Background: an optimization exercise with open tools, aiming at small area and a short achievable clock period. Do not read the settings as production practice.
Where RTL was checked, it was by simulation tests only, not by an equivalence proof against the original.
For runs 2 to 8, only the layout was checked, not whether the RTL still works.

File: config.mk
export PLATFORM = sky130hd
export DESIGN_NAME = I_PD
export DESIGN_NICKNAME = I_PD
export VERILOG_FILES = /design/flow/design.v
export SDC_FILE = /design/flow/constraint.sdc
export NUM_CORES = 4
export LEC_CHECK = 0
export CAP_MARGIN = 20
export CORE_MARGIN = 2
export CORE_UTILIZATION = 40
export PLACE_DENSITY = 0.6
export SLEW_MARGIN = 20
File: constraint.sdc
create_clock -name core_clock -period 20.0 [get_ports {clk}]
set_input_delay 4.0000 -clock core_clock [delete_from_list [all_inputs] [get_ports {clk}]]
set_output_delay 4.0000 -clock core_clock [all_outputs]
set_load 0.01 [all_outputs]
File: run.sh
#!/bin/bash
# synth_recipe.tcl (not shown) runs the flow's synth.tcl, then flattens the netlist and writes it again
# the make line also repeats each setting of config.mk as NAME=value (left out here)
make -C /OpenROAD-flow-scripts/flow DESIGN_CONFIG=/design/flow/config.mk WORK_HOME=/design/flow/orfs CLKGATE_MAP_FILE= SYNTH_SCRIPT=/design/flow/synth_recipe.tcl finish
File: design.v
`timescale 1ns / 1ps
module Multiplicador #(parameter size=22, parameter sign=1)
	(
		input wire signed [size-1:0] A, B,
		output wire signed [size-1:0] Multi 
    );
reg signed[size*2-1:0] Multg;
always @ *
begin
	Multg=A*B;
	if (A=={size{1'b0}} | B=={size{1'b0}})
		Multg={(size*2){1'b0}};
	else
	begin
		if(A[size-1]==B[size-1]) 
		begin
			if(|Multg[size*2-1:size])
				Multg[size-1:0]={1'b0,{(size-1){1'b1}}};
		end
		else 
		begin
			if(~&Multg[size*2-1:size])
				Multg[size-1:0]={1'b1,{(size-1){1'b0}}};
		end
	end
end
assign Multi=Multg[size-1:0];
endmodule
`timescale 1ns / 1ps
module Sumador #(parameter size=22, parameter sign=1)
	(
		input wire signed [size-1:0] A,B,
		output wire signed [size-1:0] D
    );
reg signed [size-1:0] R;
always @ *
begin
	R=A+B;
	if(A[size-1]==1'b0 && B[size-1]==1'b0 && R[size-1]==1'b1) begin
		R={{sign{1'b0}},{(size-1){1'b1}}}; end
	else if (A[size-1]==1'b1 && B[size-1]==1'b1 && R[size-1]==1'b0) begin
		R={{sign{1'b1}},{(size-1){1'b0}}}; end
end
assign D=R;
endmodule
`timescale 1ns / 1ps
module Reg_n# (parameter size=19)
	(
		input wire [size-1:0] In,
		input wire rst, clk, EN,
		output wire [size-1:0] Out
    );
reg [size-1:0] Reg;
always @(posedge clk , posedge rst)
begin
	if (rst) begin      
		Reg <= {size{1'b0}};
	end
	else if (EN) begin     
		Reg <= In;
	end
end
assign Out=Reg;
endmodule
`timescale 1ns / 1ps
module Derivador #(parameter size=19)
	(
		input wire clk, rst, EN,
		input wire signed [size-1:0] yk,
		output wire signed [size-1:0] dk
    );
wire signed[size-1:0] NEG_yk;
wire signed[size-1:0] yk_yk1, yk1;
assign NEG_yk=-yk;
Reg_n #(size) Registro_yk1 (
    .In(NEG_yk), 
    .rst(rst), 
    .clk(clk), 
    .EN(EN), 
    .Out(yk1)
    );
Sumador #(size,1) Suma1
	(
		.A(yk),
		.B(yk1),
		.D(yk_yk1) 
    );
Multiplicador #(size,1) Mult_150 (
    .A(-19'sd150), 
    .B(yk_yk1), 
    .Multi(dk)
    );
endmodule
`timescale 1ns / 1ps
module Integrador #(parameter size=19)
	(
		input wire clk, rst, EN,
		input wire signed [size-1:0] yk, rk,
		output signed [size-1:0] ik
    );
wire signed [size-1:0] ek, ek_7, ik1;
wire signed[size-1:0] NEG_yk;
assign NEG_yk=-yk;
Sumador #(size,1) Error (
    .A(rk), 
    .B(NEG_yk), 
    .D(ek)
    );
Multiplicador #(size,1) Mult_7 (
    .A(19'd7), 
    .B(ek), 
    .Multi(ek_7)
    );
Sumador #(size,1) Suma_ik1 (
    .A(ek_7), 
    .B(ik1), 
    .D(ik)
    );
Reg_n #(size) Registro_ik1 (
    .In(ik), 
    .rst(rst), 
    .clk(clk), 
    .EN(EN), 
    .Out(ik1)
    );
endmodule
`timescale 1ns / 1ps
module Proporcional #(parameter size=13) 
	(
		input wire signed[size-1:0] yk,
		output wire signed[size-1:0] pk
    );
Multiplicador #(size,1) Mult_18 (
    .A(-19'sd18), 
    .B(yk), 
    .Multi(pk)
    );
endmodule
`timescale 1ns / 1ps
module I_PD #(parameter size=19) 
	(
		input wire clk, rst, EN,
		input wire signed [size-1:0] yk, rk,
		output wire signed[size-1:0] pidk
    );
wire signed[size-1:0] dk, ik, pk, ik_pk,Cpidk;
Derivador #(size) Derivador_k (
    .clk(clk), 
    .rst(rst), 
    .EN(EN), 
    .yk(yk), 
    .dk(dk)
    );
Integrador #(size) Integrador_k (
    .clk(clk), 
    .rst(rst), 
    .EN(EN), 
    .yk(yk), 
    .rk(rk), 
    .ik(ik)
    );
Proporcional #(size) Proporcional_k (
    .yk(yk), 
    .pk(pk)
    );
Sumador #(size,1) Restador_ik_pk (
    .A(dk), 
    .B(pk), 
    .D(ik_pk)
    );
Sumador #(size,1) Restador_pidk (
    .A(ik_pk), 
    .B(ik), 
    .D(Cpidk)
    );
Reg_n #(size) Registro_salida (
    .In(Cpidk), 
    .rst(rst), 
    .clk(clk), 
    .EN(EN), 
    .Out(pidk)
    );
endmodule
==> results.yml, run 1 <==
sta:
  clock_skew_ns: 0.0142
  post-route-period-util_pct: 92.4
  fin_worst_hold_slack_ns: 0.521
  finalWorstPathRequiredPeriod_ns: 18.48
  grt_setup_unrepaired: "no"
  final-max-slew-violation-count: 0
  maxClockFrequency_ghz: 0.0541
  totalNegativeSetupSlack_ns: 0
  setup_viol_count_final: 0
  tightestPinTransition_ns: 0.856
  slew-limit-headroom_pct: 43.0
  report.final.hold_viol_count: 0
cts:
  clock_insertion_delay_at_the_later_pin_of_the_skew_report_ns: 0.35
  clk_pin_slew_worst_paths_ns: 0.06
  cts_post_setup_buffers_inserted: 0
  clock_sinks: 57
  clock_tree.htree_level_count: 3
  cts_made_buffers: 9
  hold_buffers: 0
  clk_root_buf: "clkbuf_16"
  cts_tree: "yes"
  cts.repair.resized: 0
  cts-root-to-sink-buffers: 2
yosys:
  syn_inst: 1959
  synth.distinct_cells: 89
  synth_async_sr_flop_share_pct: 100
  synthesis.nets: 2424
  synth-edff-count: 0
  syn_avg_cell_area_um2: 8.29
  yosysSeqAreaShare_pct: 8.78
  ys_seq_elements: 57
  postSynth.topFlopCell: "dfrtp_1"
  post_synth_instance_area_um2: 16200
  yosysWarningCount: 3
final_layout:
  area_delta_synth_final_pct: 8.78
  most-common-layout-cells: "310 x ha_1, 273 x inv_1, 146 x a21oi_1"
  ff_latch_area_um2: 1430
  finalNetCount: 2456
  nFillCells: 3952
  drive_gt1_share_pct: 4.51
  most_common_cell_after_layout_fill_and_taps_aside: "ha_1"
  multiInputGateArea_um2: 13600
run_status:
  status: "complete, no violations"
global_routing:
  globalRouteTotalUtil_pct: 20.6
  antenna_found_initial: 6
  globalRoute.totalOverflow: 0
  wire_length_of_the_first_global_routing_pass_um: 70500
  largest_net_degree_at_the_start_of_global_routing: 78
  first_global_vias: 14100
critical_path:
  timing.critical_path.slowest_stage_cell: "a2111oi_4"
  ff2ff_setup_slack_ns: 5.91
  cp-start-kind: "primary input"
  peak_per_stage_delay_on_the_critical_path_ns: 0.61
  critical_path_depth: 59
  path_max_fanout: 20
  cp-end-kind: "register"
  criticalPathCategory: "in -> reg"
  timing.reg2reg.worst_path_depth: 50
  crit_top_cell: "ha_1"
  worst_ep_required_time_ns: 20.19
  timing.critical_path.arrival_ns: 18.68
  path_delay_family: "compound AO/OA/AOI/OAI gates"
  critical_path.n_buffers_inverters: 6
detailed_routing:
  route.detailed.vias_per_inst: 5.44
  ant_nets: 0
  detailedRoute.firstIterationViolations: 575
  num_vias: 13700
  wl_per_cell_um: 16.4
  drc: 0
  wirelength_um: 41500
  1st_pass_router_iterations: 6
worst_hold_path:
  holdPathStages: 2
  hp-class: "reg -> reg"
placement:
  numPortBuffers: 59
  post_dp_hpwl_um: 35800
  gpl.final_weighted_congestion: 0.920
floorplanning:
  floorplan.io_pins: 60
  core_region_area_um2: 39900
  floorplan.initialDensity_pct: 40.7
  core.rowCount: 73
  dieHeight_um: 206
  die_width_um: 206
  die_area_um2: 42300
flow_run:
  max-cap-violations: 0
## final timing paths
check,endpoint,start
setup / recovery,Registro_salida.Reg[16]$_DFFE_PP0P_,yk[1]
hold / removal,Registro_salida.Reg[1]$_DFFE_PP0P_,Registro_salida.Reg[1]$_DFFE_PP0P_
setup reg to reg,Registro_salida.Reg[16]$_DFFE_PP0P_,Derivador_k.Registro_yk1.Reg[0]$_DFFE_PP0P_
hold reg to reg,Registro_salida.Reg[1]$_DFFE_PP0P_,Registro_salida.Reg[1]$_DFFE_PP0P_
max in group asynchronous,Derivador_k.Registro_yk1.Reg[11]$_DFFE_PP0P_,rst
min in group asynchronous,Registro_salida.Reg[1]$_DFFE_PP0P_,rst
## cells by family after synthesis
kind of cell,share of synthesized area [%]
XOR/XNOR,7.17
adder cells (fa/ha/maj),37.9
multiplexers,2.16
AO/OA/AOI/OAI,22.0
buffers and inverters,7.73
AND/OR/NAND/NOR,14.3
flip-flops,8.78
## per-stage QoR
stage	cells	setup WS [ns]	util (%)	instance area, um^2
floorplan	1959	3.55	-	16200
global placement	2505	1.20	43.4	17300
detailed placement	2505	0.833	43.4	17300
CTS	2521	1.19	44.3	17700
global route	2522	0.128	44.3	17700
finish	2524	1.52	44.3	17700
## metal layers
layer	part of all wire [%]	global-route usage, %
met1	47	27.0
met2	47	35.5
met3	2.9	1.73
met4	3.1	7.14
met5	0.10	0
## cells in the mapped netlist, types with 25 or more instances
master,number,share of area [%]
a211oi_1,35,1.6
a21o_1,58,2.7
a21oi_1,146,4.5
a31oi_1,25,0.96
clkbuf_1,34,0.79
dfrtp_1,57,8.8
fa_1,114,14
ha_1,310,24
inv_1,274,6.3
nand2_1,120,2.8
nand3_1,40,1.2
nor2_1,105,2.4
nor3_1,59,1.8
o21a_1,29,1.3
o21ai_0,97,3.0
xnor2_1,83,4.5
xor2_1,50,2.7
## worst register-to-register path: cells and delay by family (launching register included)
| family | cells | cell delay [ns] |
|---|---|---|
| simple gates | 14 | 3.51 |
| fa+ha+maj | 9 | 3.52 |
| xor+xnor | 1 | 0.20 |
| flops | 1 | 0.40 |
| compound gates | 22 | 5.86 |
| mux | 1 | 0.30 |
| buf+inv | 3 | 0.18 |
## cell type report
| class | count | share of cell area, % |
|---|---|---|
| clock inverters | 6 | 0.510 |
| flip-flops and latches | 57 | 8.07 |
| diodes | 3 | 0.0425 |
| inverters | 277 | 5.88 |
| multi-input cells | 1579 | 76.8 |
| repair buffers | 67 | 3.65 |
| well taps | 525 | 3.72 |
| clock buffers | 10 | 1.35 |
## registers in the layout (all words and copies together) (netlist names)
name                           cells
Integrador_k.Registro_ik1.Reg     19
Registro_salida.Reg               19
Derivador_k.Registro_yk1.Reg      19
==> run 2: changes to the inputs <==
==> design.v (replaced) <==
`timescale 1ns / 1ps
module IPD_core
	(
		input wire [18:0] yk, rk, yk1, ik1,
		output wire [18:0] n_yk1, n_ik1, n_pidk
    );
localparam [18:0] MAX = 19'h3FFFF;
localparam [18:0] MIN = 19'h40000;
function [18:0] sat_add(input [18:0] a, input [18:0] b);
	reg [19:0] s;
	begin
		s = {a[18], a} + {b[18], b};
		sat_add = (s[19] != s[18]) ? (s[19] ? MIN : MAX) : s[18:0];
	end
endfunction
wire [18:0] neg_yk = -yk;
wire signed [19:0] t = $signed({yk[18], yk}) + $signed({yk1[18], yk1});
wire [18:0] t19 = t[18:0];
wire [18:0] d_w = (t19 << 1) - (t19 << 3) - (t19 << 4) - (t19 << 7);
wire [18:0] dk = (t >= 20'sd3496) ? MIN : (t <= -20'sd3496) ? MAX : d_w;
wire signed [18:0] ys = yk;
wire [18:0] p_w = -((yk << 4) + (yk << 1));
wire [18:0] pk = (ys >= 19'sd29128) ? MIN : (ys <= -19'sd29128) ? MAX : p_w;
wire signed [19:0] e = $signed({rk[18], rk}) + $signed({neg_yk[18], neg_yk});
wire [18:0] e19 = e[18:0];
wire [18:0] m_w = (e19 << 3) - e19;
wire [18:0] m7 = (e >= 20'sd74899) ? MAX : (e <= -20'sd74899) ? MIN : m_w;
wire [18:0] ik = sat_add(m7, ik1);
assign n_yk1 = neg_yk;
assign n_ik1 = ik;
assign n_pidk = sat_add(sat_add(dk, pk), ik);
endmodule
module I_PD #(parameter size=19)
	(
		input wire clk, rst, EN,
		input wire signed [size-1:0] yk, rk,
		output reg signed [size-1:0] pidk
    );
reg [18:0] yk1, ik1;
wire [18:0] n_yk1, n_ik1, n_pidk;
IPD_core core (.yk(yk), .rk(rk), .yk1(yk1), .ik1(ik1),
	.n_yk1(n_yk1), .n_ik1(n_ik1), .n_pidk(n_pidk));
always @(posedge clk or posedge rst)
begin
	if (rst) begin
		yk1 <= 19'd0;
		ik1 <= 19'd0;
		pidk <= 19'd0;
	end
	else if (EN) begin
		yk1 <= n_yk1;
		ik1 <= n_ik1;
		pidk <= n_pidk;
	end
end
endmodule
==> run 2 against run 1 <==
Via count shrank 27%. Clock skew decreased by 0.0056 ns. Utilization increased by 1.2 points. Still clean. Final area fell by 30%. Die area is 31% lower. Clock-buffer cell count is the same. Setup slack improved by 2.9 ns.
==> results.yml, run 2 <==
yosys:
  synthAdderAreaFrac_pct: 25.2
  synth.mux.area_fraction_pct: 3.55
  synth_top_cell_by_area: "ha_1"
  synth_async_sr_flop_share_pct: 100
  synth.area.top_cells: "ha_1 21%, dfrtp_1 13%, xnor2_1 8.1%"
  syn_avg_cell_area_um2: 8.01
  synthMostInstantiatedCell: "ha_1"
  ys_seq_elements: 57
  yosysSeqAreaShare_pct: 12.9
  synth_top_family_by_area: "compound AO/OA/AOI/OAI gates"
  yosysWarningCount: 2
  synth.distinct_cells: 76
  synthXorXnorAreaFrac_pct: 11.2
  synth-compound-area-share_pct: 28.4
  syn_inst: 1378
  netlist.area_leader.share_pct: 21.4
  synth-simple-area-share_pct: 12.6
  yosys-top-cells-count: "189 x ha_1, 139 x inv_1, 137 x a21oi_1, 102 x xnor2_1, 81 x o21ai_0"
  synth-edff-count: 0
  post_synth_instance_area_um2: 11000
  synthesis.nets: 1628
  postSynth.topFlopCell: "dfrtp_1"
floorplanning:
  core.rowCount: 60
  floorplan.initialDensity_pct: 40.9
  core_region_area_um2: 27000
  die_width_um: 170
  die_area_um2: 28900
  floorplan.io_pins: 60
  dieHeight_um: 170
critical_path:
  path_delay_family: "compound AO/OA/AOI/OAI gates"
  critical_path.n_buffers_inverters: 3
  path_max_fanout: 20
  ff2ff_setup_slack_ns: 9.57
  timing.critical_path.slowest_stage_cell: "nand3_1"
  worst_ep_required_time_ns: 20.19
  timing.critical_path.arrival_ns: 15.80
  timing.rr.start: "yk1[0]$_DFFE_PP0P_"
  cp-end-kind: "register"
  cp-start-kind: "primary input"
  critical_path.reg2reg.endpoint: "pidk[17]$_DFFE_PP0P_"
  timing.reg2reg.worst_path_depth: 39
  criticalPathCategory: "in -> reg"
  peak_per_stage_delay_on_the_critical_path_ns: 0.61
final_layout:
  finalNetCount: 1677
  antenna_cells: 0
  postLayoutCoreUtil_pct: 45.5
  most_common_cell_after_layout_fill_and_taps_aside: "ha_1"
  postLayoutCellArea_um2: 12300
  reg.largest.list: "ik1: 19 flops, pidk: 19 flops, yk1: 19 flops"
  most-common-layout-cells: "189 x ha_1, 138 x inv_1, 137 x a21oi_1"
  nFillCells: 2747
  area_delta_synth_final_pct: 11.3
  drive_gt1_share_pct: 5.38
placement:
  dpl_worst_slack_ns: 4.18
  post_dp_hpwl_um: 25000
  numPortBuffers: 59
  gpl.final_weighted_congestion: 0.910
  placement.cell_area_um2: 12000
global_routing:
  globalRouteTotalUtil_pct: 21.6
  globalRoute.totalOverflow: 0
  wire_length_of_the_first_global_routing_pass_um: 50500
  first_global_vias: 9962
  largest_net_degree_at_the_start_of_global_routing: 71
  antenna_found_initial: 0
detailed_routing:
  drc: 0
  ant_nets: 0
  detailedRoute.firstIterationViolations: 599
  1st_pass_router_iterations: 5
  wl_per_cell_um: 17.3
  wirelength_um: 30600
  num_vias: 10100
  route.detailed.vias_per_inst: 5.70
cts:
  cts.repair.resized: 0
  cts_tree: "yes"
  clk_root_buf: "clkbuf_16"
  cts_post_setup_buffers_inserted: 0
  cts-root-to-sink-buffers: 2
  clock_sinks: 57
  clk_pin_slew_worst_paths_ns: 0.06
  cts_made_buffers: 9
  clock_insertion_delay_at_the_later_pin_of_the_skew_report_ns: 0.35
  clock_tree.htree_level_count: 3
  hold_buffers: 0
worst_hold_path:
  min_delay_worst_endpoint: "pidk[1]$_DFFE_PP0P_"
  hp-class: "reg -> reg"
  holdPathStages: 1
  min_from: "pidk[1]$_DFFE_PP0P_"
sta:
  setup_viol_count_final: 0
  final-max-slew-violation-count: 0
  slew-limit-headroom_pct: 42.1
  setup_ws_ns: 4.40
  post-route-period-util_pct: 78.0
  fin_worst_hold_slack_ns: 0.492
  grt_setup_unrepaired: "no"
  maxClockFrequency_ghz: 0.0641
  totalNegativeSetupSlack_ns: 0
  tightestPinTransition_ns: 0.869
  clock_skew_ns: 0.00855
  report.final.hold_viol_count: 0
  finalWorstPathRequiredPeriod_ns: 15.60
flow_run:
  max-cap-violations: 0
run_status:
  status: "complete, no violations"
-- run 2: cell types whose count changed in the layout (fill, tap and decap cells not counted), sizes merged, moves of 11 or more --
cell    delta
inv      -139
nand3     -13
nor2      -31
o21ai     -20
fa        -94
a21oi     -12
nor4      -13
a211oi    -27
nor3      -25
xor2      -11
nand2     -55
xnor2     +19
ha       -121
-- run 2: cells by family (layout without fill, tap and decap cells) --
group | after synthesis | count (layout)
and+or+nand+nor | 287 | 287
muxes | 35 | 35
buffers and inverters | 171 | 224
xor gates and xnor gates | 141 | 141
DFF | 57 | 57
AOI/OAI and AO/OA | 476 | 476
adders and majority gates | 211 | 211
-- run 2: how the worst max path moves through the flow --
stage / start / to / slack [ns] / cells after the start
after floorplan: yk[1] / pidk[10]$_DFFE_PP0P_ / 6.79 / 46
after global placement: yk[1] / pidk[13]$_DFFE_PP0P_ / 4.48 / 41
after detailed placement: yk[1] / pidk[5]$_DFFE_PP0P_ / 4.18 / 41
after CTS: yk[1] / pidk[14]$_DFFE_PP0P_ / 4.41 / 41
after global routing: yk[1] / pidk[12]$_DFFE_PP0P_ / 3.32 / 42
final: yk[1] / pidk[17]$_DFFE_PP0P_ / 4.40 / 42
-- run 2: layout make-up --
class | instances | area, um^2 | area share [%]
Multi-Input combinational cell | 1150 | 8950 | 72.8
Clock buffer | 10 | 229 | 1.86
Sequential cell | 57 | 1430 | 11.6
Tap cell | 341 | 427 | 3.47
Timing Repair Buffer | 67 | 646 | 5.25
Clock inverter | 5 | 81.3 | 0.662
Inverter | 142 | 533 | 4.34
-- run 2: worst reg2reg max path, delay by kind of cell (launching register included) --
kind,cells,cell delay (ns)
AOI/OAI and AO/OA,16,3.95
adders and majority gates,7,2.79
and+or+nand+nor,9,1.64
xor gates and xnor gates,2,0.78
buffers and inverters,4,0.44
muxes,1,0.35
DFF,1,0.34
-- run 2: per-layer routing --
metal  part of all wire [%]  track usage, %  vias up
met1                     49            29.3     4769
met5                      0               0        -
li1                       -               -     5116
met3                    3.5            2.88       31
met2                     46            36.5      180
met4                    1.5            4.91        0
-- run 2: metrics by stage --
step           instances
6_report            1772
5_1_grt             1772
4_1_cts             1772
3_5_place_dp        1757
3_3_place_gp        1757
2_1_floorplan       1378
==> run 3: changes to the inputs <==
--- a/config.mk
+++ b/config.mk
@@ -5,6 +5,7 @@
 export SDC_FILE = /design/flow/constraint.sdc
 export NUM_CORES = 4
 export LEC_CHECK = 0
+export ABC_CLOCK_PERIOD_IN_PS = 2000
 export CAP_MARGIN = 20
 export CORE_MARGIN = 2
 export CORE_UTILIZATION = 40
==> run 3 against run 2 <==
Synthesized area did not move. Still clean on timing, DRC and antenna. Highest routed layer unchanged. Sequential share of layout area did not move. Final area did not move. Register-to-register slack barely moved. Largest cell class unchanged. Non-clock buffer count did not move.
==> results.yml, run 3 <==
sta:
  post-route-period-util_pct: 78.0
  maxClockFrequency_ghz: 0.0641
  finalWorstPathRequiredPeriod_ns: 15.60
  totalNegativeSetupSlack_ns: 0
  slew-limit-headroom_pct: 42.1
  clock_skew_ns: 0.00855
  report.final.hold_viol_count: 0
  tightestPinTransition_ns: 0.869
  final-max-slew-violation-count: 0
  setup_viol_count_final: 0
  grt_setup_unrepaired: "no"
critical_path:
  cp-end-kind: "register"
  worst_ep_required_time_ns: 20.19
  peak_per_stage_delay_on_the_critical_path_ns: 0.61
  cp-start-kind: "primary input"
  criticalPathCategory: "in -> reg"
  path_max_fanout: 20
  timing.critical_path.arrival_ns: 15.80
  timing.critical_path.slowest_stage_cell: "nand3_1"
flow_run:
  max-cap-violations: 0
cts:
  cts.repair.resized: 0
  clk_root_buf: "clkbuf_16"
  clk_pin_slew_worst_paths_ns: 0.06
  clock_insertion_delay_at_the_later_pin_of_the_skew_report_ns: 0.35
  clock_tree.htree_level_count: 3
  cts_made_buffers: 9
  cts_tree: "yes"
  cts-root-to-sink-buffers: 2
  hold_buffers: 0
  cts_post_setup_buffers_inserted: 0
  clock_sinks: 57
detailed_routing:
  num_vias: 10100
  top_layer_used: "met4"
  wl_per_cell_um: 17.3
  wirelength_um: 30600
  wl_met1_um: 14900
  drc: 0
  dr_wl_met2_um: 14200
  1st_pass_router_iterations: 5
  route.detailed.vias_per_inst: 5.70
  routed-wl-met3_um: 1070
  detailedRoute.firstIterationViolations: 599
  ant_nets: 0
yosys:
  yosysWarningCount: 2
  synth.area.top_cells: "ha_1 21%, dfrtp_1 13%, xnor2_1 8.1%"
  synth-edff-count: 0
  synth_async_sr_flop_share_pct: 100
  yosysSeqAreaShare_pct: 12.9
  postSynth.topFlopCell: "dfrtp_1"
  synth.distinct_cells: 76
  synth_top_cell_by_area: "ha_1"
  syn_inst: 1378
  post_synth_instance_area_um2: 11000
  ys_seq_elements: 57
  synthesis.nets: 1628
  syn_avg_cell_area_um2: 8.01
  synthMostInstantiatedCell: "ha_1"
  yosys-top-cells-count: "189 x ha_1, 139 x inv_1, 137 x a21oi_1, 102 x xnor2_1, 81 x o21ai_0"
  netlist.area_leader.share_pct: 21.4
final_layout:
  area_delta_synth_final_pct: 11.3
  drive_gt1_share_pct: 5.38
  most_common_cell_after_layout_fill_and_taps_aside: "ha_1"
  most-common-layout-cells: "189 x ha_1, 138 x inv_1, 137 x a21oi_1"
  nFillCells: 2747
  reg.largest.list: "ik1: 19 flops, pidk: 19 flops, yk1: 19 flops"
  multiInputGateArea_um2: 8950
  finalNetCount: 1677
  ff_latch_area_um2: 1430
  antenna_cells: 0
floorplanning:
  floorplan.initialDensity_pct: 40.9
  die_width_um: 170
  floorplan.io_pins: 60
  dieHeight_um: 170
  core.rowCount: 60
  core_region_area_um2: 27000
  die_area_um2: 28900
global_routing:
  largest_net_degree_at_the_start_of_global_routing: 71
  globalRouteTotalUtil_pct: 21.6
  wire_length_of_the_first_global_routing_pass_um: 50500
  first_global_vias: 9962
  antenna_found_initial: 0
  globalRoute.totalOverflow: 0
placement:
  gpl.final_weighted_congestion: 0.910
  post_dp_hpwl_um: 25000
  numPortBuffers: 59
worst_hold_path:
  hp-class: "reg -> reg"
run_status:
  status: "complete, no violations"
[run 3: cell counts after synthesis]
Identical to the previous run, type by type.
[run 3: path summary, 6_finish.rpt]
| path | from | endpoint | slack [ns] | cells after the start |
|---|---|---|---|---|
| min in group asynchronous | rst | ik1[10]$_DFFE_PP0P_ | 4.20 | 3 |
| max in group asynchronous | rst | yk1[6]$_DFFE_PP0P_ | 15.29 | 3 |
| worst max-delay path | yk[1] | pidk[17]$_DFFE_PP0P_ | 4.40 | 42 |
| worst min register to register | pidk[1]$_DFFE_PP0P_ | pidk[1]$_DFFE_PP0P_ | 0.49 | 1 |
| worst max register to register | yk1[0]$_DFFE_PP0P_ | pidk[17]$_DFFE_PP0P_ | 9.57 | 39 |
| worst min-delay path | pidk[1]$_DFFE_PP0P_ | pidk[1]$_DFFE_PP0P_ | 0.49 | 1 |
[run 3: final cells by class]
class,count,area share [%]
clock buffer,10,1.86
timing repair buffer,67,5.25
clock inverter,5,0.662
tap,341,3.47
inverter,142,4.34
multi-input combinational,1150,72.8
sequential,57,11.6
[run 3: metrics by stage]
step           hold WS [ns]  utilization, %  cell area [um^2]  setup slack (ns)  cells
5_1_grt               0.512            45.5             12300              3.32   1772
4_1_cts               0.493            45.5             12300              4.41   1772
6_report              0.492            45.5             12300              4.40   1772
3_3_place_gp          0.472            44.3             12000              4.48   1757
2_1_floorplan         0.485               -             11000              6.79   1378
3_5_place_dp          0.475            44.3             12000              4.18   1757
[run 3: cell families after synthesis]
family	share of synthesized area (%)
DFF	12.9
buffers and inverters	6.06
and+or+nand+nor	12.6
adders and majority gates	25.2
xor gates and xnor gates	11.2
AOI/OAI and AO/OA	28.4
muxes	3.55
[run 3: routing by layer]
layer	track usage, %	up-vias
li1	-	5116
met1	29.3	4769
met2	36.5	180
met3	2.88	31
met4	4.91	0
met5	0	-
[run 3: worst max-delay path, delay by kind of cell]
family                     cells  cell delay [ns]
AOI/OAI and AO/OA             24             6.33
xor gates and xnor gates       2             0.37
adders and majority gates      6             1.98
buffers and inverters          3             0.86
and+or+nand+nor                7             2.26
==> run 4: changes to the inputs <==
--- a/config.mk
+++ b/config.mk
@@ -5,7 +5,7 @@
 export SDC_FILE = /design/flow/constraint.sdc
 export NUM_CORES = 4
 export LEC_CHECK = 0
-export ABC_CLOCK_PERIOD_IN_PS = 2000
+export ABC_CLOCK_PERIOD_IN_PS = 5000
 export CAP_MARGIN = 20
 export CORE_MARGIN = 2
 export CORE_UTILIZATION = 40
==> run 4 against run 3 <==
Fmax stayed put. Worst hold slack stayed put. Clock skew stayed put. Synthesized cell count stayed put. Routed wire length stayed put. Critical path type unchanged. Highest routed layer unchanged.
==> results.yml, run 4 <==
yosys:
  synthMostInstantiatedCell: "ha_1"
  yosysSeqAreaShare_pct: 12.9
  post_synth_instance_area_um2: 11000
  synth-edff-count: 0
  syn_inst: 1378
  synth.area.top_cells: "ha_1 21%, dfrtp_1 13%, xnor2_1 8.1%"
  synth.distinct_cells: 76
  yosys-top-cells-count: "189 x ha_1, 139 x inv_1, 137 x a21oi_1, 102 x xnor2_1, 81 x o21ai_0"
  synthesis.nets: 1628
  ys_seq_elements: 57
  postSynth.topFlopCell: "dfrtp_1"
  netlist.area_leader.share_pct: 21.4
  yosysWarningCount: 2
  synth_async_sr_flop_share_pct: 100
  syn_avg_cell_area_um2: 8.01
  synth_top_cell_by_area: "ha_1"
sta:
  totalNegativeSetupSlack_ns: 0
  maxClockFrequency_ghz: 0.0641
  finalWorstPathRequiredPeriod_ns: 15.60
  final-max-slew-violation-count: 0
  tightestPinTransition_ns: 0.869
  setup_ws_ns: 4.40
  fin_worst_hold_slack_ns: 0.492
  clock_skew_ns: 0.00855
  setup_viol_count_final: 0
  slew-limit-headroom_pct: 42.1
  post-route-period-util_pct: 78.0
  report.final.hold_viol_count: 0
  grt_setup_unrepaired: "no"
critical_path:
  timing.critical_path.from: "yk[1]"
  path_max_fanout: 20
  criticalPathCategory: "in -> reg"
  cp-start-kind: "primary input"
  timing.critical_path.slowest_stage_cell: "nand3_1"
  cp-end-kind: "register"
  timing.critical_path.to: "pidk[17]$_DFFE_PP0P_"
  timing.reg2reg.worst_path_depth: 39
  critical_path.reg2reg.endpoint: "pidk[17]$_DFFE_PP0P_"
  ff2ff_setup_slack_ns: 9.57
  worst_ep_required_time_ns: 20.19
  timing.rr.start: "yk1[0]$_DFFE_PP0P_"
  peak_per_stage_delay_on_the_critical_path_ns: 0.61
  timing.critical_path.arrival_ns: 15.80
cts:
  cts.repair.resized: 0
  clk_root_buf: "clkbuf_16"
  cts_post_setup_buffers_inserted: 0
  clock_insertion_delay_at_the_later_pin_of_the_skew_report_ns: 0.35
  cts_made_buffers: 9
  hold_buffers: 0
  cts_tree: "yes"
  cts-root-to-sink-buffers: 2
  clock_tree.htree_level_count: 3
  clk_pin_slew_worst_paths_ns: 0.06
  clock_sinks: 57
placement:
  post_dp_hpwl_um: 25000
  numPortBuffers: 59
  dpl_worst_slack_ns: 4.18
  gpl.final_weighted_congestion: 0.910
detailed_routing:
  wl_per_cell_um: 17.3
  detailedRoute.firstIterationViolations: 599
  num_vias: 10100
  wirelength_um: 30600
  drc: 0
  route.detailed.vias_per_inst: 5.70
  1st_pass_router_iterations: 5
  ant_nets: 0
final_layout:
  drive_gt1_share_pct: 5.38
  antenna_cells: 0
  nFillCells: 2747
  area_delta_synth_final_pct: 11.3
  most_common_cell_after_layout_fill_and_taps_aside: "ha_1"
  ff_latch_area_um2: 1430
  multiInputGateArea_um2: 8950
  finalNetCount: 1677
  most-common-layout-cells: "189 x ha_1, 138 x inv_1, 137 x a21oi_1"
  reg.largest.list: "ik1: 19 flops, pidk: 19 flops, yk1: 19 flops"
floorplanning:
  core_region_area_um2: 27000
  die_width_um: 170
  core.rowCount: 60
  dieHeight_um: 170
  die_area_um2: 28900
  floorplan.io_pins: 60
  floorplan.initialDensity_pct: 40.9
global_routing:
  antenna_found_initial: 0
  first_global_vias: 9962
  grt_use_met3_pct: 2.88
  global_route.usage.met2_pct: 36.5
  globalRouteTotalUtil_pct: 21.6
  largest_net_degree_at_the_start_of_global_routing: 71
  wire_length_of_the_first_global_routing_pass_um: 50500
  globalRoute.totalOverflow: 0
  groute.layer.met1.usage_pct: 29.3
  grt-busiest-layer: "met2"
flow_run:
  max-cap-violations: 0
worst_hold_path:
  hp-class: "reg -> reg"
run_status:
  status: "complete, no violations"
==> run 4: cell families after synthesis <==
kind of cell	count (synthesis)	share of synthesized area, %
DFF	57	12.9
AOI/OAI and AO/OA	476	28.4
buffers and inverters	171	6.06
adders and majority gates	211	25.2
xor gates and xnor gates	141	11.2
muxes	35	3.55
and+or+nand+nor	287	12.6
==> run 4: worst min path at each step <==
stage	endpoint	slack, ns	cells past startpoint	start
finish	pidk[1]$_DFFE_PP0P_	0.49	1	pidk[1]$_DFFE_PP0P_
floorplan	yk1[2]$_DFFE_PP0P_	0.48	1	yk1[2]$_DFFE_PP0P_
global placement	pidk[13]$_DFFE_PP0P_	0.47	1	pidk[13]$_DFFE_PP0P_
CTS	pidk[1]$_DFFE_PP0P_	0.49	1	pidk[1]$_DFFE_PP0P_
detailed placement	pidk[11]$_DFFE_PP0P_	0.48	1	pidk[11]$_DFFE_PP0P_
global route	pidk[2]$_DFFE_PP0P_	0.51	1	pidk[2]$_DFFE_PP0P_
==> run 4: layout make-up <==
class / instances / share of cell area, %
clock buffers: 10 / 1.86
well taps: 341 / 3.47
multi-input cells: 1150 / 72.8
clock inverters: 5 / 0.662
flip-flops and latches: 57 / 11.6
repair buffers: 67 / 5.25
inverters: 142 / 4.34
==> run 4: metal layers <==
layer | vias to the layer above | share of wire [%]
met4 | 0 | 1.5
met1 | 4769 | 49
met2 | 180 | 46
met3 | 31 | 3.5
met5 | - | 0
li1 | 5116 | -
==> run 4: critical path: cells and delay by family <==
family,cells,cell delay [ns]
AOI/OAI and AO/OA,24,6.33
xor gates and xnor gates,2,0.37
adders and majority gates,6,1.98
buffers and inverters,3,0.86
and+or+nand+nor,7,2.26
==> run 4: per-stage QoR <==
step	area, um^2	utilization (%)	cells
2_1_floorplan	11000	-	1378
3_3_place_gp	12000	44.3	1757
3_5_place_dp	12000	44.3	1757
4_1_cts	12300	45.5	1772
5_1_grt	12300	45.5	1772
6_report	12300	45.5	1772
==> run 5: changes to the inputs <==
--- a/config.mk
+++ b/config.mk
@@ -5,7 +5,7 @@
 export SDC_FILE = /design/flow/constraint.sdc
 export NUM_CORES = 4
 export LEC_CHECK = 0
-export ABC_CLOCK_PERIOD_IN_PS = 5000
+export ABC_AREA = 1
 export CAP_MARGIN = 20
 export CORE_MARGIN = 2
 export CORE_UTILIZATION = 40
==> run 5 against run 4 <==
Still clean. Clock-buffer cell count shrank 1. Final cell count grew 42%. Global-route usage grew 1.8 points. Flip-flop and latch count is the same. Die area grew 16%. Sequential share of layout area shrank 1.5 points. Clock skew grew 0.0026 ns. Final area grew 15%.
==> results.yml, run 5 <==
run_status:
  status: "complete, no violations"
yosys:
  synthMostInstantiatedCell: "nand2_1"
  synth.distinct_cells: 58
  synthesis.nets: 2311
  yosysSeqAreaShare_pct: 11.1
  syn_inst: 2061
  yosysWarningCount: 2
  ys_seq_elements: 57
  yosys-top-cells-count: "558 x nand2_1, 317 x inv_1, 189 x ha_1, 178 x a21oi_1, 141 x nor2_1"
  synth_top_cell_by_area: "ha_1"
  synth.area.top_cells: "ha_1 18%, nand2_1 16%, dfrtp_1 11%"
  postSynth.topFlopCell: "dfrtp_1"
  netlist.area_leader.share_pct: 18.4
  syn_avg_cell_area_um2: 6.23
  synth_async_sr_flop_share_pct: 100
  post_synth_instance_area_um2: 12800
  synth-edff-count: 0
flow_run:
  max-cap-violations: 0
detailed_routing:
  ant_nets: 0
  num_vias: 13200
  wl_per_cell_um: 15.4
  1st_pass_router_iterations: 6
  drc: 0
  wirelength_um: 38700
  route.detailed.vias_per_inst: 5.26
  detailedRoute.firstIterationViolations: 881
cts:
  cts.repair.resized: 0
  cts_made_buffers: 9
  hold_buffers: 0
  clock_insertion_delay_at_the_later_pin_of_the_skew_report_ns: 0.35
  cts_post_setup_buffers_inserted: 0
  clock_tree.htree_level_count: 3
  clk_pin_slew_worst_paths_ns: 0.06
  cts-root-to-sink-buffers: 2
  clk_root_buf: "clkbuf_16"
  cts_tree: "yes"
  clock_sinks: 57
floorplanning:
  die_area_um2: 33600
  floorplan.io_pins: 60
  core.rowCount: 65
  die_width_um: 183
  core_region_area_um2: 31600
  dieHeight_um: 183
  floorplan.initialDensity_pct: 40.7
sta:
  finalWorstPathRequiredPeriod_ns: 13.93
  setup_ws_ns: 6.07
  totalNegativeSetupSlack_ns: 0
  final-max-slew-violation-count: 0
  slew-limit-headroom_pct: 37.4
  report.final.hold_viol_count: 0
  grt_setup_unrepaired: "no"
  post-route-period-util_pct: 69.6
  tightestPinTransition_ns: 0.934
  setup_viol_count_final: 0
  maxClockFrequency_ghz: 0.0718
  clock_skew_ns: 0.0112
final_layout:
  multiInputGateArea_um2: 10100
  most_common_cell_after_layout_fill_and_taps_aside: "nand2_1"
  ff_latch_area_um2: 1430
  finalNetCount: 2360
  area_delta_synth_final_pct: 10.2
  most-common-layout-cells: "558 x nand2_1, 316 x inv_1, 189 x ha_1"
  reg.largest.list: "ik1: 19 flops, pidk: 19 flops, yk1: 19 flops"
  drive_gt1_share_pct: 4.92
  nFillCells: 3428
critical_path:
  criticalPathCategory: "in -> reg"
  worst_ep_required_time_ns: 20.24
  peak_per_stage_delay_on_the_critical_path_ns: 0.60
  path_max_fanout: 17
  cp-end-kind: "register"
  cp-start-kind: "primary input"
  crit_top_cell: "inv_1"
  timing.critical_path.arrival_ns: 14.17
  ff2ff_setup_slack_ns: 10.60
  timing.critical_path.slowest_stage_cell: "a21oi_2"
global_routing:
  largest_net_degree_at_the_start_of_global_routing: 58
  wire_length_of_the_first_global_routing_pass_um: 64100
  antenna_found_initial: 1
  first_global_vias: 12700
  globalRoute.totalOverflow: 0
  globalRouteTotalUtil_pct: 23.4
placement:
  gpl.final_weighted_congestion: 0.903
  numPortBuffers: 59
  post_dp_hpwl_um: 32800
  dpl_worst_slack_ns: 5.86
worst_hold_path:
  hp-class: "reg -> reg"
run 5: area by class of cell:
type | instances | area share [%]
sequential | 57 | 10.1
tap | 402 | 3.55
multi-input combinational | 1654 | 71.0
timing repair buffer | 63 | 4.38
inverter | 325 | 8.62
clock buffer | 9 | 1.59
clock inverter | 7 | 0.725
antenna | 1 | 0.0177
run 5: per-stage QoR:
step                cell area (um^2)  hold slack (ns)  cells  utilization [%]
floorplan                      12800            0.446   2061                -
global placement               13800            0.461   2501             43.8
detailed placement             13800            0.465   2501             43.8
CTS                            14200            0.478   2517             44.8
global route                   14200            0.508   2517             44.8
finish                         14200            0.474   2518             44.9
run 5: layer usage:
| metal | up-vias | global-route usage (%) | wire (um) | share of wire [%] |
|---|---|---|---|---|
| met5 | - | 0 | 0 | 0 |
| met3 | 41 | 2.20 | 1740 | 4.5 |
| met4 | 0 | 4.67 | 499 | 1.3 |
| met2 | 296 | 38.6 | 17300 | 45 |
| li1 | 6835 | - | - | - |
| met1 | 6073 | 33.3 | 19200 | 50 |
run 5: worst paths after layout:
| check | startpoint | to | cells after the start |
|---|---|---|---|
| max | yk[0] | pidk[1]$_DFFE_PP0P_ | 51 |
| min | yk1[2]$_DFFE_PP0P_ | yk1[2]$_DFFE_PP0P_ | 2 |
| max reg2reg | yk1[0]$_DFFE_PP0P_ | pidk[12]$_DFFE_PP0P_ | 48 |
| min reg2reg | yk1[2]$_DFFE_PP0P_ | yk1[2]$_DFFE_PP0P_ | 2 |
| max in group asynchronous | rst | pidk[2]$_DFFE_PP0P_ | 3 |
| min in group asynchronous | rst | ik1[18]$_DFFE_PP0P_ | 3 |
run 5: logic make-up (layout without fill, tap and decap cells):
logic type	Yosys count	after routing	share of synthesized area (%)
xor gates and xnor gates	116	116	8.35
DFF	57	57	11.1
AOI/OAI and AO/OA	372	372	16.1
buffers and inverters	350	404	10.7
other	0	1	0
adders and majority gates	209	209	21.5
and+or+nand+nor	957	957	32.2
run 5: worst max-delay path: cells and delay by family:
kind / cells / cell delay (ns)
fa+ha+maj: 6 / 2.29
simple gates: 23 / 3.54
compound gates: 9 / 2.01
xor+xnor: 4 / 0.91
buf+inv: 9 / 1.40
==> run 6: changes to the inputs <==
==> design.v (replaced) <==
`timescale 1ns / 1ps
module IPD_core
	(
		input wire [18:0] yk, rk,
		input wire [18:0] yp,       
		input wire [18:0] ik1,
		output wire [18:0] n_ik1, n_pidk
    );
localparam [18:0] MAX = 19'h3FFFF;
localparam [18:0] MIN = 19'h40000;
function [18:0] clamp20(input [19:0] s);
	clamp20 = (s[19] != s[18]) ? (s[19] ? MIN : MAX) : s[18:0];
endfunction
function [39:0] csa(input [19:0] a, input [19:0] b, input [19:0] c);
	csa = {((a & b) | (a & c) | (b & c)) << 1, a ^ b ^ c};
endfunction
wire ypmin = (yp == MIN);
wire ymin = (yk == MIN);
wire [19:0] t0 = {yk[18], yk} - {yp[18], yp};
wire [19:0] t = {t0[19] ^ ypmin, t0[18:0]};
wire signed [19:0] ts = t;
wire d_min = ts >= 20'sd3496;       
wire d_max = ts <= -20'sd3496;      
wire dsat = d_min | d_max;
wire d_wrap = (ts >= 20'sd1748) | (ts <= -20'sd1748);
wire [39:0] l1 = csa(~(t << 7), ~(t << 4), ~(t << 3));
wire [39:0] l2 = csa(l1[19:0], l1[39:20], t << 1);
wire [19:0] ds = dsat ? 20'd0 : l2[19:0];
wire [19:0] dc = dsat ? 20'd0 : l2[39:20];
wire signed [18:0] ys = yk;
wire p_min = ys >= 19'sd29128;      
wire p_max = ys <= -19'sd29128;     
wire psat = p_min | p_max;
wire p_wrap = (ys >= 19'sd14564) | (ys <= -19'sd14564);
wire [19:0] yc = psat ? 20'h20000 : {yk[18], yk};
wire [19:0] kd = d_min ? 20'hC0000 : d_max ? 20'h3FFFF : 20'd3;
wire [19:0] pr = kd - (yc << 4) - (yc << 1) - {19'd0, p_max};
wire [39:0] l3 = csa(ds, dc, pr);
wire [19:0] v = l3[19:0] + l3[39:20];
wire par_a = (dsat ? 1'b0 : d_wrap) ^ (psat ? p_max : p_wrap);
wire [18:0] a = clamp20({v[19] ^ par_a, v[18:0]});
wire [19:0] e0 = {rk[18], rk} - {yk[18], yk};
wire [19:0] e = {e0[19] ^ ymin, e0[18:0]};
wire signed [19:0] es = e;
wire m_max = es >= 20'sd74899;
wire m_min = es <= -20'sd74899;
wire msat = m_max | m_min;
wire m_wrap = (es >= 20'sd37450) | (es <= -20'sd37450);
wire [19:0] ec = msat ? 20'h40000 : e;
wire [19:0] q = (ec << 3) - ec + {ik1[18], ik1} - {19'd0, m_max};
wire par_q = msat ? m_max : m_wrap;
wire [18:0] ik = clamp20({q[19] ^ par_q, q[18:0]});
assign n_ik1 = ik;
assign n_pidk = clamp20({a[18], a} + {ik[18], ik});
endmodule
module I_PD #(parameter size=19)
	(
		input wire clk, rst, EN,
		input wire signed [size-1:0] yk, rk,
		output reg signed [size-1:0] pidk
    );
reg [18:0] yp, ik1;
wire [18:0] n_ik1, n_pidk;
IPD_core core (.yk(yk), .rk(rk), .yp(yp), .ik1(ik1),
	.n_ik1(n_ik1), .n_pidk(n_pidk));
always @(posedge clk or posedge rst)
begin
	if (rst) begin
		yp <= 19'd0;
		ik1 <= 19'd0;
		pidk <= 19'd0;
	end
	else if (EN) begin
		yp <= yk;
		ik1 <= n_ik1;
		pidk <= n_pidk;
	end
end
endmodule
--- a/config.mk
+++ b/config.mk
@@ -5,7 +5,6 @@
 export SDC_FILE = /design/flow/constraint.sdc
 export NUM_CORES = 4
 export LEC_CHECK = 0
-export ABC_AREA = 1
 export CAP_MARGIN = 20
 export CORE_MARGIN = 2
 export CORE_UTILIZATION = 40
==> run 6 against run 5 <==
Still clean. Final area shrank 9.0%. Synthesized area down 9.6%. Utilization is 0.15 points higher. Die area shrank 9.4%.
==> results.yml, run 6 <==
critical_path:
  timing.reg2reg.worst_path_depth: 50
  timing.rr.start: "yp[0]$_DFFE_PP0P_"
  worst_ep_required_time_ns: 20.19
  criticalPathCategory: "in -> reg"
  path_max_fanout: 34
  timing.critical_path.to: "pidk[15]$_DFFE_PP0P_"
  timing.critical_path.arrival_ns: 17.89
  ff2ff_setup_slack_ns: 6.64
  cp-end-kind: "register"
  critical_path.reg2reg.endpoint: "pidk[15]$_DFFE_PP0P_"
  timing.critical_path.from: "yk[4]"
  timing.critical_path.slowest_stage_cell: "or2_1"
  cp-start-kind: "primary input"
  peak_per_stage_delay_on_the_critical_path_ns: 0.83
yosys:
  synth_top_cell_by_area: "ha_1"
  synthMostInstantiatedCell: "inv_1"
  synthesis.nets: 1728
  yosys-top-cells-count: "225 x inv_1, 157 x ha_1, 113 x nand2_1, 100 x nor2_1"
  syn_inst: 1451
  synth_async_sr_flop_share_pct: 100
  synth.area.top_cells: "ha_1 17%, fa_1 14%, dfrtp_1 12%"
  post_synth_instance_area_um2: 11600
  netlist.area_leader.share_pct: 16.9
  yosysSeqAreaShare_pct: 12.3
  yosysWarningCount: 2
  synth.distinct_cells: 81
  syn_avg_cell_area_um2: 8.01
  synth-edff-count: 0
  ys_seq_elements: 57
  postSynth.topFlopCell: "dfrtp_1"
global_routing:
  largest_net_degree_at_the_start_of_global_routing: 81
  globalRouteTotalUtil_pct: 20.7
  first_global_vias: 9679
  antenna_found_initial: 0
  globalRoute.totalOverflow: 0
  wire_length_of_the_first_global_routing_pass_um: 50500
final_layout:
  most-common-layout-cells: "224 x inv_1, 157 x ha_1, 113 x nand2_1"
  reg.largest.list: "ik1: 19 flops, pidk: 19 flops, yp: 19 flops"
  drive_gt1_share_pct: 4.87
  area_delta_synth_final_pct: 10.9
  postLayoutCoreUtil_pct: 45.0
  multiInputGateArea_um2: 9190
  postLayoutCellArea_um2: 12900
  ff_latch_area_um2: 1430
  finalNetCount: 1771
  nFillCells: 2859
  most_common_cell_after_layout_fill_and_taps_aside: "inv_1"
  antenna_cells: 0
worst_hold_path:
  hp-class: "reg -> reg"
cts:
  clock_insertion_delay_at_the_later_pin_of_the_skew_report_ns: 0.34
  clock_tree.htree_level_count: 3
  cts_tree: "yes"
  clk_pin_slew_worst_paths_ns: 0.05
  clk_root_buf: "clkbuf_16"
  cts_made_buffers: 9
  hold_buffers: 0
  clock_sinks: 57
  cts_post_setup_buffers_inserted: 0
  cts-root-to-sink-buffers: 2
  cts.repair.resized: 0
sta:
  totalNegativeSetupSlack_ns: 0
  post-route-period-util_pct: 88.5
  grt_setup_unrepaired: "no"
  final-max-slew-violation-count: 0
  tightestPinTransition_ns: 1.02
  maxClockFrequency_ghz: 0.0565
  slew-limit-headroom_pct: 31.8
  fin_worst_hold_slack_ns: 0.489
  setup_viol_count_final: 0
  clock_skew_ns: 0.00767
  finalWorstPathRequiredPeriod_ns: 17.70
  report.final.hold_viol_count: 0
placement:
  post_dp_hpwl_um: 26500
  numPortBuffers: 59
  placement.cell_area_um2: 12600
  gpl.final_weighted_congestion: 0.936
detailed_routing:
  ant_nets: 0
  drc: 0
  route.detailed.vias_per_inst: 5.35
  1st_pass_router_iterations: 5
  detailedRoute.firstIterationViolations: 623
  wirelength_um: 31200
  num_vias: 10100
  wl_per_cell_um: 16.6
floorplanning:
  die_width_um: 174
  core_region_area_um2: 28600
  floorplan.io_pins: 60
  core.rowCount: 62
  die_area_um2: 30400
  floorplan.initialDensity_pct: 40.6
  dieHeight_um: 174
run_status:
  status: "complete, no violations"
flow_run:
  max-cap-violations: 0
## run 6: cell count changes in the layout (fill, tap and decap cells not counted), sizes merged, moves of 36 or more
cell	before	now
nand2	586	113
nand3	125	21
a21oi	182	83
inv	326	228
fa	20	79
nor2	157	102
xor2	78	34
o21ai	121	85
## run 6: stage by stage
| step | worst slack (ns) | std cells |
|---|---|---|
| 2_1_floorplan | 4.57 | 1451 |
| 3_3_place_gp | 2.07 | 1867 |
| 3_5_place_dp | 1.90 | 1867 |
| 4_1_cts | 2.22 | 1883 |
| 5_1_grt | 0.780 | 1883 |
| 6_report | 2.30 | 1883 |
## run 6: cell families (layout without fill, tap and decap cells)
family	count (synthesis)	in the layout	synth area share (%)
AO/OA/AOI/OAI	362	362	21.0
XOR/XNOR	106	106	8.41
adder cells (fa/ha/maj)	257	257	32.5
buffers and inverters	262	310	8.66
flip-flops	57	57	12.3
multiplexers	5	5	0.463
AND/OR/NAND/NOR	402	402	16.7
## run 6: area by class of cell
cell class / count / area share (%)
multi-input combinational: 1132 / 71.3
sequential: 57 / 11.1
inverter: 228 / 6.65
timing repair buffer: 66 / 4.95
tap: 384 / 3.73
clock buffer: 9 / 1.75
clock inverter: 7 / 0.544
## run 6: how the worst min path moves through the flow
stage,start,to,slack (ns),depth (start not counted)
2_1_floorplan,ik1[13]$_DFFE_PP0P_,ik1[13]$_DFFE_PP0P_,0.48,1
3_3_place_gp,pidk[4]$_DFFE_PP0P_,pidk[4]$_DFFE_PP0P_,0.47,2
3_5_place_dp,pidk[17]$_DFFE_PP0P_,pidk[17]$_DFFE_PP0P_,0.48,1
4_1_cts,pidk[3]$_DFFE_PP0P_,pidk[3]$_DFFE_PP0P_,0.49,1
5_1_grt,ik1[13]$_DFFE_PP0P_,ik1[13]$_DFFE_PP0P_,0.51,1
6_report,pidk[3]$_DFFE_PP0P_,pidk[3]$_DFFE_PP0P_,0.49,1
## run 6: routing by layer
layer / vias up / global-route usage [%] / wire length, um
met2: 201 / 33.9 / 14600
met5: - / 0 / 0
met4: 0 / 7.91 / 1190
li1: 5074 / - / -
met3: 49 / 1.57 / 811
met1: 4748 / 28.4 / 14600
## run 6: critical path, delay by kind of cell
| kind | cells | cell delay (ns) |
|---|---|---|
| AOI/OAI and AO/OA | 27 | 6.16 |
| and+or+nand+nor | 11 | 2.96 |
| adders and majority gates | 7 | 2.61 |
| buffers and inverters | 6 | 1.33 |
| xor gates and xnor gates | 3 | 0.78 |
==> run 7: changes to the inputs <==
--- a/config.mk
+++ b/config.mk
@@ -5,8 +5,8 @@
 export SDC_FILE = /design/flow/constraint.sdc
 export NUM_CORES = 4
 export LEC_CHECK = 0
-export CAP_MARGIN = 20
+export CAP_MARGIN = 80
 export CORE_MARGIN = 2
 export CORE_UTILIZATION = 40
 export PLACE_DENSITY = 0.6
-export SLEW_MARGIN = 20
+export SLEW_MARGIN = 80
==> run 7 against run 6 <==
Non-clock buffer count is 57 higher. Largest cell class unchanged. Synthesized cell count unchanged. Synthesized area did not move. Setup slack lost 0.15 ns. Die area unchanged. Clock-buffer cell count rose by 1. Critical path depth grew 10. First-iteration DRC count fell by 0.48%. Final area up 13%. Still clean on timing, DRC and antenna.
==> results.yml, run 7 <==
yosys:
  yosysSeqAreaShare_pct: 12.3
  ys_seq_elements: 57
  synth_async_sr_flop_share_pct: 100
  yosysWarningCount: 2
  post_synth_instance_area_um2: 11600
  synth.distinct_cells: 81
  syn_inst: 1451
  synth.area.top_cells: "ha_1 17%, fa_1 14%, dfrtp_1 12%"
  synth-edff-count: 0
  postSynth.topFlopCell: "dfrtp_1"
  netlist.area_leader.share_pct: 16.9
  syn_avg_cell_area_um2: 8.01
  synthesis.nets: 1728
  synthMostInstantiatedCell: "inv_1"
  synth_top_cell_by_area: "ha_1"
  yosys-top-cells-count: "225 x inv_1, 157 x ha_1, 113 x nand2_1, 100 x nor2_1"
global_routing:
  groute.layer.met1.usage_pct: 28.4
  globalRouteTotalUtil_pct: 21.3
  largest_net_degree_at_the_start_of_global_routing: 36
  antenna_found_initial: 0
  grt-busiest-layer: "met2"
  first_global_vias: 10200
  globalRoute.totalOverflow: 0
  wire_length_of_the_first_global_routing_pass_um: 52200
  grt_use_met3_pct: 1.75
  global_route.usage.met2_pct: 35.7
cts:
  hold_buffers: 0
  clock_sinks: 57
  clock_insertion_delay_at_the_later_pin_of_the_skew_report_ns: 0.34
  cts.repair.resized: 0
  cts_post_setup_buffers_inserted: 0
  clk_root_buf: "clkbuf_16"
  clk_pin_slew_worst_paths_ns: 0.06
  cts_tree: "yes"
  cts_made_buffers: 9
  clock_tree.htree_level_count: 3
  cts-root-to-sink-buffers: 2
sta:
  final-max-slew-violation-count: 0
  setup_ws_ns: 2.16
  maxClockFrequency_ghz: 0.0560
  tightestPinTransition_ns: 0.307
  totalNegativeSetupSlack_ns: 0
  grt_setup_unrepaired: "no"
  setup_viol_count_final: 0
  post-route-period-util_pct: 89.2
  slew-limit-headroom_pct: 79.6
  report.final.hold_viol_count: 0
  finalWorstPathRequiredPeriod_ns: 17.84
  clock_skew_ns: 0.00644
floorplanning:
  floorplan.initialDensity_pct: 40.6
  die_area_um2: 30400
  core.rowCount: 62
  die_width_um: 174
  dieHeight_um: 174
  core_region_area_um2: 28600
  floorplan.io_pins: 60
critical_path:
  worst_ep_required_time_ns: 20.23
  criticalPathCategory: "in -> reg"
  timing.critical_path.slowest_stage_cell: "clkdlybuf4s50_1"
  timing.reg2reg.worst_path_depth: 62
  ff2ff_setup_slack_ns: 5.63
  path_max_fanout: 9
  crit_top_cell: "buf_2"
  cp-start-kind: "primary input"
  peak_per_stage_delay_on_the_critical_path_ns: 0.59
  timing.critical_path.arrival_ns: 18.07
  cp-end-kind: "register"
final_layout:
  most_common_cell_after_layout_fill_and_taps_aside: "inv_1"
  instances_no_fill: 1940
  finalNetCount: 1828
  antenna_cells: 0
  drive_gt1_share_pct: 18.0
  area_delta_synth_final_pct: 24.8
  postLayoutCoreUtil_pct: 50.6
  reg.largest.list: "ik1: 19 flops, pidk: 19 flops, yp: 19 flops"
  most-common-layout-cells: "217 x inv_1, 141 x ha_1, 113 x nand2_1"
worst_hold_path:
  holdPathStages: 2
  hp-class: "reg -> reg"
placement:
  dpl_worst_slack_ns: 1.86
  dpl.cell_count: 1916
  gpl.final_weighted_congestion: 0.936
  numPortBuffers: 59
  post_dp_hpwl_um: 27700
flow_run:
  max-cap-violations: 0
detailed_routing:
  wl_per_cell_um: 16.8
  detailedRoute.firstIterationViolations: 620
  drc: 0
  ant_nets: 0
  num_vias: 10400
  wirelength_um: 32700
  1st_pass_router_iterations: 5
  route.detailed.vias_per_inst: 5.34
run_status:
  status: "complete, no violations"
run 7: cell counts after synthesis:
No cell type changed its count.
run 7: kinds of logic (layout without fill, tap and decap cells):
family          after synthesis  in the layout  synth area share [%]
mux                           5              5                 0.463
flops                        57             57                  12.3
fa+ha+maj                   257            257                  32.5
xor+xnor                    106            106                  8.41
buf+inv                     262            367                  8.66
compound gates              362            362                  21.0
simple gates                402            402                  16.7
run 7: layout make-up:
type | instances | area [um^2]
multi-input combinational | 1132 | 10500
fill | 2680 | 14100
clock buffer | 10 | 239
timing repair buffer | 123 | 996
clock inverter | 6 | 42.5
sequential | 57 | 1430
tap | 384 | 480
inverter | 228 | 860
run 7: critical path: cells and delay by family:
kind	cells	cell delay, ns
AOI/OAI and AO/OA	27	4.89
xor gates and xnor gates	4	0.82
adders and majority gates	8	2.53
buffers and inverters	17	4.48
muxes	1	0.26
and+or+nand+nor	7	1.04
run 7: final timing paths:
check	startpoint	endpoint
worst min register to register	pidk[4]$_DFFE_PP0P_	pidk[4]$_DFFE_PP0P_
worst min-delay path	pidk[4]$_DFFE_PP0P_	pidk[4]$_DFFE_PP0P_
max in group asynchronous	rst	ik1[17]$_DFFE_PP0P_
worst max register to register	yp[0]$_DFFE_PP0P_	pidk[6]$_DFFE_PP0P_
worst max-delay path	yk[0]	pidk[6]$_DFFE_PP0P_
min in group asynchronous	rst	pidk[13]$_DFFE_PP0P_
run 7: routing by layer:
metal | routed length, um | vias to the layer above
met4 | 1270 | 0
met3 | 883 | 58
met5 | 0 | -
li1 | - | 5172
met2 | 15600 | 189
met1 | 14900 | 4931
run 7: metrics by stage:
| stage | instance area [um^2] | hold WS [ns] |
|---|---|---|
| after global routing | 14500 | 0.506 |
| after global placement | 12600 | 0.471 |
| after CTS | 14000 | 0.487 |
| after floorplan | 11600 | 0.481 |
| final | 14500 | 0.482 |
| after detailed placement | 13700 | 0.473 |
==> run 8: changes to the inputs <==
--- a/config.mk
+++ b/config.mk
@@ -9,4 +9,5 @@
 export CORE_MARGIN = 2
 export CORE_UTILIZATION = 40
 export PLACE_DENSITY = 0.6
+export SETUP_SLACK_MARGIN = 5
 export SLEW_MARGIN = 80
==> run 8 against run 7 <==
Still clean on timing, DRC and antenna. Register-to-register slack improved by 3.0 ns. Setup slack improved by 3.2 ns. Global-route usage decreased by 0.33 points. Largest cell class unchanged. Synthesized area unchanged. Fmax increased by 22%. Worst hold slack improved by 0.0039 ns. Highest routed layer unchanged. Clock-buffer cell count decreased by 1. Routed wire length increased by 1.4%.
==> results.yml, run 8 <==
detailed_routing:
  wl_per_cell_um: 16.5
  detailedRoute.firstIterationViolations: 750
  num_vias: 10900
  wirelength_um: 33100
  ant_nets: 0
  1st_pass_router_iterations: 5
  drc: 0
global_routing:
  antenna_found_initial: 0
  global_route.usage.met2_pct: 35.7
  globalRoute.totalOverflow: 0
  grt-busiest-layer: "met2"
cts:
  clock_tree.htree_level_count: 3
  cts_made_buffers: 9
  clk_pin_slew_worst_paths_ns: 0.06
floorplanning:
  die_area_um2: 30400
  floorplan.initialDensity_pct: 40.6
  core_region_area_um2: 28600
  floorplan.io_pins: 60
  dieHeight_um: 174
  die_width_um: 174
  core.rowCount: 62
placement:
  gpl.final_weighted_congestion: 0.898
  dpl.cell_count: 1916
  placement.cell_area_um2: 13700
  post_dp_hpwl_um: 25900
  numPortBuffers: 59
run_status:
  status: "complete, no violations"
critical_path:
  timing.critical_path.slowest_stage_cell: "fa_1"
  crit_top_cell: "xnor2_2"
  path_max_fanout: 7
  cp-start-kind: "primary input"
  criticalPathCategory: "in -> reg"
final_layout:
  finalNetCount: 1896
  most-common-layout-cells: "211 x inv_1, 130 x ha_1, 111 x nand2_1"
  instances_no_fill: 2007
  drive_gt1_share_pct: 25.3
  antenna_cells: 0
  nFillCells: 2552
  postLayoutCellArea_um2: 15500
  area_delta_synth_final_pct: 33.2
sta:
  report.final.hold_viol_count: 0
  totalNegativeSetupSlack_ns: 0
  finalWorstPathRequiredPeriod_ns: 14.66
  fin_worst_hold_slack_ns: 0.485
  setup_viol_count_final: 0
  tightestPinTransition_ns: 0.319
  grt_setup_unrepaired: "yes"
  maxClockFrequency_ghz: 0.0682
yosys:
  synth.distinct_cells: 81
  synthAdderAreaFrac_pct: 32.5
  synthXorXnorAreaFrac_pct: 8.41
  netlist.area_leader.share_pct: 16.9
  synth-edff-count: 0
  synth.area.top_cells: "ha_1 17%, fa_1 14%, dfrtp_1 12%"
  synth_async_sr_flop_share_pct: 100
  postSynth.topFlopCell: "dfrtp_1"
  post_synth_instance_area_um2: 11600
  syn_inst: 1451
  ys_seq_elements: 57
  synthMostInstantiatedCell: "inv_1"
  synth_top_cell_by_area: "ha_1"
  yosys-top-cells-count: "225 x inv_1, 157 x ha_1, 113 x nand2_1, 100 x nor2_1"
  synth-simple-area-share_pct: 16.7
  synth-compound-area-share_pct: 21.0
run 8: metrics by stage:
step | setup WS, ns | util (%)
global route | 4.85 | 54.1
detailed placement | 2.77 | 47.8
global placement | 2.72 | 44.0
floorplan | 5.05 | -
CTS | 5.00 | 50.3
finish | 5.34 | 54.1
run 8: cell families (layout without fill, tap and decap cells):
| kind of cell | after synthesis | count (layout) |
|---|---|---|
| AOI/OAI and AO/OA | 362 | 362 |
| buffers and inverters | 262 | 434 |
| muxes | 5 | 5 |
| xor gates and xnor gates | 106 | 106 |
| adders and majority gates | 257 | 257 |
| and+or+nand+nor | 402 | 402 |
| DFF | 57 | 57 |
run 8: metal layers:
layer	share of wire (%)	wire, um
met5	0	0
met3	4.4	1450
met2	50	16500
met4	2.0	674
met1	44	14400
run 8: final timing paths:
check	cells after the start	startpoint	slack, ns	endpoint
hold reg to reg	1	pidk[13]$_DFFE_PP0P_	0.49	pidk[13]$_DFFE_PP0P_
setup reg to reg	60	yp[3]$_DFFE_PP0P_	8.66	pidk[6]$_DFFE_PP0P_
max in group asynchronous	5	rst	15.50	yp[14]$_DFFE_PP0P_
min in group asynchronous	3	rst	3.94	pidk[13]$_DFFE_PP0P_
setup / recovery	61	yk[0]	5.34	pidk[6]$_DFFE_PP0P_
hold / removal	1	pidk[13]$_DFFE_PP0P_	0.49	pidk[13]$_DFFE_PP0P_
run 8: repair_timing:
item                       CTS  global route
setup buffers               27            42
hold buffers                 0             0
hold endpoints to repair     0             0
cloned                       0             1
setup endpoints to repair   19            19
resized for setup           59           129
pin swaps                   25            74
run 8: cell type report:
cell class | instances | area [um^2] | area share (%)
clock buffers | 9 | 225 | 1.46
multi-input cells | 1132 | 10800 | 69.6
well taps | 384 | 480 | 3.11
flip-flops and latches | 57 | 1430 | 9.22
inverters | 228 | 883 | 5.71
repair buffers | 191 | 1600 | 10.3
clock inverters | 6 | 92.6 | 0.598
run 8: worst max-delay path: cells and delay by family:
| kind | cells | cell delay [ns] |
|---|---|---|
| multiplexers | 1 | 0.26 |
| buffers and inverters | 12 | 1.27 |
| adder cells (fa/ha/maj) | 9 | 2.70 |
| AO/OA/AOI/OAI | 25 | 4.53 |
| XOR/XNOR | 8 | 1.35 |
| AND/OR/NAND/NOR | 6 | 0.77 |

afterwards: timing with drivers on the ports:
The results above use ideal ports. As a check the final layouts listed here were re-extracted and re-timed, cells and wires unchanged. Step 1 (the two cells are an assumption about what drives the block):
set clk [get_ports {clk}]
set_driving_cell -lib_cell sky130_fd_sc_hd__clkbuf_16 $clk
set_driving_cell -lib_cell sky130_fd_sc_hd__buf_2 [delete_from_list [all_inputs] $clk]
Step 2 times the ports against the registers' clock, not the clock port: input delays grow and output delays shrink by t, the midpoint of the rising clock arrivals with the driver on. Three values: ideal, step 1, step 2; two values: the first two.
run | shift t [ns] | setup slack, ns | hold slack, ns
run 1 | 0.382 | 1.516 / 1.496 / 1.114 | 0.521 / 0.521 / 0.521
run 2 | 0.388 | 4.396 / 4.419 / 4.031 | 0.492 / 0.492 / 0.492
run 3 | 0.388 | 4.396 / 4.419 / 4.031 | 0.492 / 0.492 / 0.492
run 4 | 0.388 | 4.396 / 4.419 / 4.031 | 0.492 / 0.492 / 0.492
run 5 | 0.392 | 6.075 / 6.104 / 5.713 | 0.474 / 0.474 / 0.474
run 6 | 0.373 | 2.304 / 2.313 / 1.940 | 0.489 / 0.489 / 0.489
run 7 | 0.379 | 2.157 / 2.175 / 1.796 | 0.482 / 0.482 / 0.482
run 8 | 0.391 | 5.344 / 5.339 / 4.948 | 0.485 / 0.485 / 0.485
After both steps every run listed still meets setup and hold. For run 1, which loses most, drivers alone change the setup slack by -0.020 ns; drivers and shift together by -0.402 ns.
